Source: an optimization exercise on an open RTL-to-GDS flow (aim: small area). Production flows keep margins and buffers that such runs may drop.
In this exercise RTL edits were held to simulation tests only and were not proved equivalent to the original.
No driver is modelled on the clock port, so clocking that relies on it looks cheaper here than on a real chip.
No activity file was given, so power comes from the tool's default toggle rates.

## try-juniper
==> flow/design.v <==
module tensor_interface(
    input               clock,
    input               reset_n,
    input [106:0]       config_in_tdata,
    input               config_in_tvalid,
    output              config_in_tready,
    output [15:0]       ar_addr,
    output reg          ar_valid,
    input               ar_ready,
    input [31:0]        r_data,
    input               r_last,
    input               r_valid,
    output              r_ready,
    output [15:0]       aw_addr,
    output reg          aw_valid,
    input               aw_ready,
    output [31:0]       w_data,
    output              w_last,
    output reg          w_valid,
    input               w_ready,
    input               b_resp,
    input               b_valid,
    output              b_ready,
    output reg [31:0]   out_data,
    output reg          out_last,
    output reg          out_valid,
    input               out_ready
);
localparam [2:0] S_IDLE = 3'd0,
                 S_AR   = 3'd1,
                 S_R1   = 3'd2,    
                 S_R    = 3'd3,
                 S_AW   = 3'd4,
                 S_W1   = 3'd5,    
                 S_W    = 3'd6,
                 S_B    = 3'd7;
reg [2:0]  state, next_state;
reg        flag;          
reg [15:0] wr_left;       
reg [10:0] wr_base;
reg [15:0] addr;          
wire [1:0]  mode = config_in_tdata[106:105];
wire [2:0]  esz  = config_in_tdata[104:102];
wire [39:0] dim  = config_in_tdata[39:0];
wire idle = state == S_IDLE;
wire in_r = state == S_R1 || state == S_R;
wire in_w = state == S_W1 || state == S_W;
wire        sub_d = idle && esz == 3'd7;
wire        a_4d  = idle && (esz == 3'd2 || esz == 3'd5 || esz == 3'd6);
wire        a_8d  = idle && (esz == 3'd3 || esz == 3'd4 || esz == 3'd7);
wire        b_1d  = idle && esz == 3'd5;
wire        b_2d  = idle && (esz == 3'd1 || esz == 3'd6);
wire [18:0] mul_a = ({19{a_4d}} & {dim[16:0], 2'b0}) | ({19{a_8d}} & {dim[15:0], 3'b0}) |
                    ({19{in_w}} & {wr_left, 3'b0});
wire [18:0] mul_b = ({19{b_1d}} & dim[18:0]) | ({19{b_2d}} & {dim[17:0], 1'b0}) |
                    ({19{sub_d}} & ~dim[18:0]) | {{16{in_w}}, 3'b0};
function automatic blk_start(input integer i);
    blk_start = i == 0 || i == 8 || i == 12 || i == 16;
endfunction
genvar gi;
wire [18:0] mul;
wire [18:0] rs, is;        
wire [19:0] rc, ic;        
wire [19:0] bc;            
generate for (gi = 0; gi < 19; gi = gi + 1) begin : g_mul
    wire r_in = gi == 0 ? sub_d : blk_start(gi) ? 1'b0 : rc[gi];
    wire i_in = blk_start(gi) ? 1'b1 : ic[gi];
    assign rs[gi]   = mul_a[gi] ^ mul_b[gi] ^ r_in;
    assign rc[gi+1] = (mul_a[gi] & mul_b[gi]) | (r_in & (mul_a[gi] ^ mul_b[gi]));
    assign is[gi]   = rs[gi] ^ i_in;
    assign ic[gi+1] = rs[gi] & i_in;
    if (gi == 0)
        assign bc[gi] = 1'b0;
    else if (blk_start(gi))
        assign bc[gi] = rc[gi] | (bc[gi-1] & ic[gi]);
    else
        assign bc[gi] = bc[gi-1];
    assign mul[gi] = bc[gi] ? is[gi] : rs[gi];
end endgenerate
wire [15:0] addr_inc;
wire [16:0] addr_c;
assign addr_c[0] = 1'b1;
generate for (gi = 0; gi < 16; gi = gi + 1) begin : g_inc
    assign addr_inc[gi] = addr[gi] ^ addr_c[gi];
    assign addr_c[gi+1] = addr[gi] & addr_c[gi];
end endgenerate
always @(*) begin
    case (state)
        S_IDLE: next_state = !config_in_tvalid ? S_IDLE :
                             mode == 2'd1 ? S_AW :
                             mode[1] ? S_AR : S_IDLE;
        S_AR:   next_state = ar_ready ? S_R1 : S_AR;
        S_R1,
        S_R:    next_state = (r_valid && r_last) ? (flag ? S_AW : S_IDLE) : S_R;
        S_AW:   next_state = aw_ready ? S_W1 : S_AW;
        S_W1,
        S_W:    next_state = (w_ready && flag && wr_left == 16'd1) ? S_B : S_W;
        default: next_state = (b_valid && b_resp) ? S_IDLE : S_B;
    endcase
end
always @(posedge clock) begin
    if (!reset_n) state <= S_IDLE;
    else          state <= next_state;
end
always @(posedge clock) begin
    if (state == S_IDLE) begin
        flag       <= mode[0];
        wr_base    <= config_in_tdata[50:40];
    end
    if (state == S_AW) flag <= |wr_left;
    if (idle || in_w) wr_left <= mul[18:3];
    case (state)
        S_IDLE:     addr <= {5'd0, config_in_tdata[101:91]};
        S_AW:       addr <= {5'd0, wr_base};
        S_R, S_W:   addr <= addr_inc;
        default:    ;
    endcase
    ar_valid <= (state == S_AR && ar_ready) || (in_r && r_valid);
    aw_valid <= (state == S_AW && aw_ready) || (in_w && w_ready);
    if (in_r) begin
        out_data  <= r_data;
        out_valid <= r_valid;
        out_last  <= r_last;
    end
    if (in_w && w_ready) w_valid <= 1'b1;
    if (!reset_n) begin
        out_valid <= 1'b0;
        w_valid   <= 1'b0;
    end
end
assign ar_addr          = addr;
assign aw_addr          = addr;
assign w_data           = 32'd0;
assign w_last           = 1'b0;
assign b_ready          = state == S_B;
assign r_ready          = out_ready && in_r;
assign config_in_tready = state == S_IDLE;
endmodule
Settings: LEC_CHECK=0, CAP_MARGIN=20, CORE_MARGIN=2, CORE_UTILIZATION=40, SLEW_MARGIN=20; clock period 6.0 ns.
standard.sh (not shown) runs the stock make flow with config.mk's settings and CLKGATE_MAP_FILE= SYNTH_SCRIPT=/design/flow/synth_recipe.tcl, a recipe that flattens the netlist after the stock synthesis.
==> flow/flow/run.sh <==
#!/bin/bash
# The standard ORFS layout (standard.sh, the standard flow's own synthesis and steps),
# with changes to the cells the flow picks:
#  - the port buffers are sky130_fd_sc_hd__buf_1 (buffer_ports -buffer_cell)
#    instead of the delay-cell buffer buffer_ports picks by itself;
#  - clock tree synthesis builds from clkbuf_4 and adds no dummy loads;
#  - after clock tree synthesis, fix_clk.tcl makes the leaf clock buffers
#    with many sinks clkbuf_8 (for the flip-flop clock-pin slew) and tries
#    the logic cells in smaller drive strengths, and try_unbuffer.tcl tries
#    removing each buffer that placement's repair inserted; both keep a
#    change only when timing keeps its margin with no slew or capacitance
#    violation.
# Each run's full output goes to a log here (cts.log, fix_clk.log,
# unbuffer.log, finish.log); ORFS also keeps its per-step logs under
# orfs/logs.
set -euo pipefail
export BUFFER_PORTS_ARGS="-buffer_cell sky130_fd_sc_hd__buf_1"
export CTS_ARGS="-sink_clustering_enable -repair_clock_nets -dont_use_dummy_load -buf_list sky130_fd_sc_hd__clkbuf_4"
export RESULTS=orfs/results/sky130hd/tensor_interface/base
bash standard.sh cts > cts.log 2>&1
openroad -no_init -exit flow/fix_clk.tcl > fix_clk.log 2>&1
: > unbuffer.log
for b in $(cat buffers.txt); do
  BUF=$b openroad -no_init -exit flow/try_unbuffer.tcl >> unbuffer.log 2>&1 || true
done
bash standard.sh > finish.log 2>&1
==> flow/flow/fix_clk.tcl <==
# After clock tree synthesis:
#  1. make every clkbuf_4 that drives 11 or more clock sinks a clkbuf_8, so
#     that the flip-flop clock pins keep a low slew;
#  2. try each logic cell and buffer (not the port buffers, ties or clock
#     cells) in its smaller drive strengths, and keep a smaller cell only
#     when timing still has margin and there is no slew or capacitance
#     violation;
# then legalize the placement again.
set results $::env(RESULTS)
set platform $::env(FLOW_HOME)/platforms/sky130hd
read_liberty $platform/lib/sky130_fd_sc_hd__tt_025C_1v80.lib
read_db $results/4_cts.odb
read_sdc $results/4_cts.sdc
source $platform/setRC.tcl
set_propagated_clock [all_clocks]
set db [ord::get_db]
set block [ord::get_db_block]

foreach inst [$block getInsts] {
  if {[[$inst getMaster] getName] ne "sky130_fd_sc_hd__clkbuf_4"} { continue }
  set net [[$inst findITerm X] getNet]
  set n [expr {[llength [$net getITerms]] - 1}]
  if {$n >= 11} {
    puts "upsize [$inst getName] ($n sinks)"
    replace_cell [get_cells [$inst getName]] sky130_fd_sc_hd__clkbuf_8
  }
}

estimate_parasitics -placement
proc ok {} {
  return [expr {[sta::max_slew_violation_count] == 0
                && [sta::max_capacitance_violation_count] == 0
                && [sta::worst_slack_cmd max] > 0.4e-9}]
}
puts "before: slack [sta::worst_slack_cmd max] slew [sta::max_slew_violation_count] cap [sta::max_capacitance_violation_count] ok [ok]"
# smaller drive strengths of each cell, by cell name without its _N suffix
set smaller_of [dict create]
foreach lib [$db getLibs] {
  foreach m [$lib getMasters] {
    if {[regexp {^(.*)_(\d+)$} [$m getName] -> base num]} {
      dict lappend smaller_of $base [list $num [$m getName]]
    }
  }
}
foreach inst [$block getInsts] {
  set name [$inst getName]
  set master [[$inst getMaster] getName]
  if {[regexp {^(input|output)} $name]} { continue }
  if {[regexp {clkbuf|clkinv|conb|tap|fill|decap|__df|__edf} $master]} { continue }
  if {![regexp {^(.*)_(\d+)$} $master -> base num]} { continue }
  set tries {}
  foreach c [lsort -integer -index 0 [dict get $smaller_of $base]] {
    if {[lindex $c 0] < $num && [get_lib_cells -quiet [lindex $c 1]] ne ""} {
      lappend tries [lindex $c 1]
    }
  }
  foreach small $tries {
    replace_cell [get_cells $name] $small
    estimate_parasitics -placement
    if {[ok]} {
      puts "downsize $name from $master to $small"
      break
    }
    replace_cell [get_cells $name] $master
    estimate_parasitics -placement
  }
}
puts "after: slack [sta::worst_slack_cmd max] ok [ok]"
detailed_placement
check_placement -verbose
write_db $results/4_cts.odb
# the buffers that placement's repair inserted, for try_unbuffer.tcl
set f [open buffers.txt w]
foreach inst [$block getInsts] {
  if {[regexp {^place} [$inst getName]]
      && [regexp {__buf_} [[$inst getMaster] getName]]} {
    puts $f [$inst getName]
  }
}
close $f
==> flow/flow/try_unbuffer.tcl <==
# Remove the buffer named by BUF when timing keeps its margin and there is no
# slew or capacitance violation without it; otherwise leave the design as
# it was.
set results $::env(RESULTS)
set platform $::env(FLOW_HOME)/platforms/sky130hd
read_liberty $platform/lib/sky130_fd_sc_hd__tt_025C_1v80.lib
read_db $results/4_cts.odb
read_sdc $results/4_cts.sdc
source $platform/setRC.tcl
set_propagated_clock [all_clocks]
remove_buffers [get_cells $::env(BUF)]
estimate_parasitics -placement
set slack [sta::worst_slack_cmd max]
set slew [sta::max_slew_violation_count]
set cap [sta::max_capacitance_violation_count]
if {$slew == 0 && $cap == 0 && $slack > 0.4e-9} {
  puts "removed $::env(BUF): slack $slack"
  write_db $results/4_cts.odb
} else {
  puts "kept $::env(BUF): slack $slack slew $slew cap $cap"
}
try-juniper | stages: all done | timing, DRC, antenna: all pass
## Diff of input files: try-cedar against try-juniper
--- a/flow/flow/fix_clk.tcl
+++ b/flow/flow/fix_clk.tcl
@@ -31,5 +31,5 @@
   return [expr {[sta::max_slew_violation_count] == 0
                 && [sta::max_capacitance_violation_count] == 0
-                && [sta::worst_slack_cmd max] > 0.4e-9}]
+                && [sta::worst_slack_cmd max] > 0.25e-9}]
 }
 puts "before: slack [sta::worst_slack_cmd max] slew [sta::max_slew_violation_count] cap [sta::max_capacitance_violation_count] ok [ok]"
--- a/flow/flow/try_unbuffer.tcl
+++ b/flow/flow/try_unbuffer.tcl
@@ -14,5 +14,5 @@
 set slew [sta::max_slew_violation_count]
 set cap [sta::max_capacitance_violation_count]
-if {$slew == 0 && $cap == 0 && $slack > 0.4e-9} {
+if {$slew == 0 && $cap == 0 && $slack > 0.25e-9} {
   puts "removed $::env(BUF): slack $slack"
   write_db $results/4_cts.odb
Findings:
- try-cedar went all the way through the flow, and no timing, DRC or antenna check failed.
- Delta (try-cedar minus try-juniper): power did not really move, switching power share of the total neither gained nor lost much, routed wire length saw an increase.
Changes in try-indigo relative to try-cedar:
==> flow/flow/run.sh <==
#!/bin/bash
# The standard ORFS layout (standard.sh, the standard flow's own synthesis and steps),
# with changes to the cells the flow picks:
#  - the port buffers are sky130_fd_sc_hd__buf_1 (buffer_ports -buffer_cell)
#    instead of the delay-cell buffer buffer_ports picks by itself;
#  - clock tree synthesis builds from clkbuf_4 and adds no dummy loads;
#    after it, fix_clk.tcl makes the leaf clock buffers with many sinks
#    clkbuf_8 so that the flip-flop clock pins keep a low slew.
# Each run's full output goes to a log here (cts.log, fix_clk.log,
# finish.log); ORFS also keeps its per-step logs under orfs/logs.
set -euo pipefail
export BUFFER_PORTS_ARGS="-buffer_cell sky130_fd_sc_hd__buf_1"
export CTS_ARGS="-sink_clustering_enable -repair_clock_nets -dont_use_dummy_load -buf_list sky130_fd_sc_hd__clkbuf_4"
bash standard.sh cts > cts.log 2>&1
RESULTS=orfs/results/sky130hd/tensor_interface/base \
  openroad -no_init -exit flow/fix_clk.tcl > fix_clk.log 2>&1
bash standard.sh > finish.log 2>&1
--- a/flow/flow/fix_clk.tcl
+++ b/flow/flow/fix_clk.tcl
@@ -31,5 +31,5 @@
   return [expr {[sta::max_slew_violation_count] == 0
                 && [sta::max_capacitance_violation_count] == 0
-                && [sta::worst_slack_cmd max] > 0.25e-9}]
+                && [sta::worst_slack_cmd max] > 0.4e-9}]
 }
 puts "before: slack [sta::worst_slack_cmd max] slew [sta::max_slew_violation_count] cap [sta::max_capacitance_violation_count] ok [ok]"
@@ -70,11 +70,2 @@
 check_placement -verbose
 write_db $results/4_cts.odb
-# the buffers that placement's repair inserted, for try_unbuffer.tcl
-set f [open buffers.txt w]
-foreach inst [$block getInsts] {
-  if {[regexp {^place} [$inst getName]]
-      && [regexp {__buf_} [[$inst getMaster] getName]]} {
-    puts $f [$inst getName]
-  }
-}
-close $f
removed: flow/flow/try_unbuffer.tcl
[summary]
Between try-cedar and try-indigo, the met2 wire length figures differ only marginally.
Between try-indigo and try-cedar, the part of the power in the clock network does not differ in any meaningful way.
try-indigo and try-cedar ended up with roughly the same met2 global-route usage.
Between try-cedar and try-indigo, layout overhead on the synthesized area increased.
Non-clock buffering overhead in the final layout | try-indigo above try-cedar
Comparing try-indigo and try-cedar, the higher non-clock buffer count is on try-indigo.
The higher final cell count of try-indigo and try-cedar is in try-indigo.
Taking try-cedar as the reference, in try-indigo worst setup slack for register-to-register paths increased by 0.08 ns relative to the old numbers, cell area increased by about 0.3% relative to the old numbers.
[try-indigo vs try-cedar] power per cell area: lower in try-indigo
Higher final cycle utilization of the critical path among try-indigo and try-cedar: try-cedar
--- input diff try-indigo..try-zinc ---
==> flow/flow/fix_clk.tcl <==
# After clock tree synthesis:
#  1. make every clkbuf_4 that drives 11 or more clock sinks a clkbuf_8, so
#     that the flip-flop clock pins keep a low slew;
#  2. try each buf_4 that placement's repair inserted as a buf_2 or buf_1,
#     and keep the smaller cell only when timing still has margin and there
#     is no slew or capacitance violation;
# then legalize the placement again.
set results $::env(RESULTS)
set platform $::env(FLOW_HOME)/platforms/sky130hd
read_liberty $platform/lib/sky130_fd_sc_hd__tt_025C_1v80.lib
read_db $results/4_cts.odb
read_sdc $results/4_cts.sdc
source $platform/setRC.tcl
set_propagated_clock [all_clocks]
set db [ord::get_db]
set block [ord::get_db_block]

foreach inst [$block getInsts] {
  if {[[$inst getMaster] getName] ne "sky130_fd_sc_hd__clkbuf_4"} { continue }
  set net [[$inst findITerm X] getNet]
  set n [expr {[llength [$net getITerms]] - 1}]
  if {$n >= 11} {
    puts "upsize [$inst getName] ($n sinks)"
    replace_cell [get_cells [$inst getName]] sky130_fd_sc_hd__clkbuf_8
  }
}

estimate_parasitics -placement
proc ok {} {
  return [expr {[sta::max_slew_violation_count] == 0
                && [sta::max_capacitance_violation_count] == 0
                && [sta::worst_slack_cmd max] > 0.4e-9}]
}
puts "before: slack [sta::worst_slack_cmd max] slew [sta::max_slew_violation_count] cap [sta::max_capacitance_violation_count] ok [ok]"
foreach inst [$block getInsts] {
  if {[[$inst getMaster] getName] ne "sky130_fd_sc_hd__buf_4"} { continue }
  set name [$inst getName]
  foreach small {sky130_fd_sc_hd__buf_1 sky130_fd_sc_hd__buf_2} {
    replace_cell [get_cells $name] $small
    estimate_parasitics -placement
    if {[ok]} {
      puts "downsize $name to $small"
      break
    }
    replace_cell [get_cells $name] sky130_fd_sc_hd__buf_4
    estimate_parasitics -placement
  }
}
puts "after: slack [sta::worst_slack_cmd max] ok [ok]"
detailed_placement
check_placement -verbose
write_db $results/4_cts.odb
==> run notes <==
Taking try-indigo as the reference, in try-zinc critical path depth higher, final wirelength higher, fraction of the cycle the final worst path needs higher, die height roughly the same, combinational fraction of design power higher.

==> static timing again, ports no longer ideal <==
No port has a modelled driver above. Below, the same layouts with a new extraction and two added sets of constraints.
Step 1, drivers: a clkbuf_16 drives clock and a buf_2 each remaining input, both assumed.
Step 2, shift: input delay + t, output delay - t, t = (earliest + latest rising clock arrival at the registers) / 2. This alone moves slack from input paths to output paths.
Slacks: ideal / step 1 / step 2; pairs: ideal / step 1.
| run | t (ns) | slack for setup (ns) | hold slack, ns | clock arrival spread, ns | cell pins on the clock port's net |
|---|---|---|---|---|---|
| try-juniper | 0.441 | 0.469 / 0.456 / 0.015 | 0.477 / 0.477 / 0.477 | 0.039 / 0.039 | 1 |
| try-cedar | 0.445 | 0.440 / 0.431 / -0.013 | 0.477 / 0.477 / 0.477 | 0.038 / 0.037 | 1 |
| try-indigo | 0.441 | 0.469 / 0.456 / 0.015 | 0.478 / 0.478 / 0.478 | 0.039 / 0.038 | 1 |
| try-zinc | 0.441 | 0.459 / 0.459 / 0.112 | 0.477 / 0.477 / 0.477 | 0.035 / 0.035 | 1 |
With both steps, setup timing fails in try-cedar, where it was met with ideal ports.
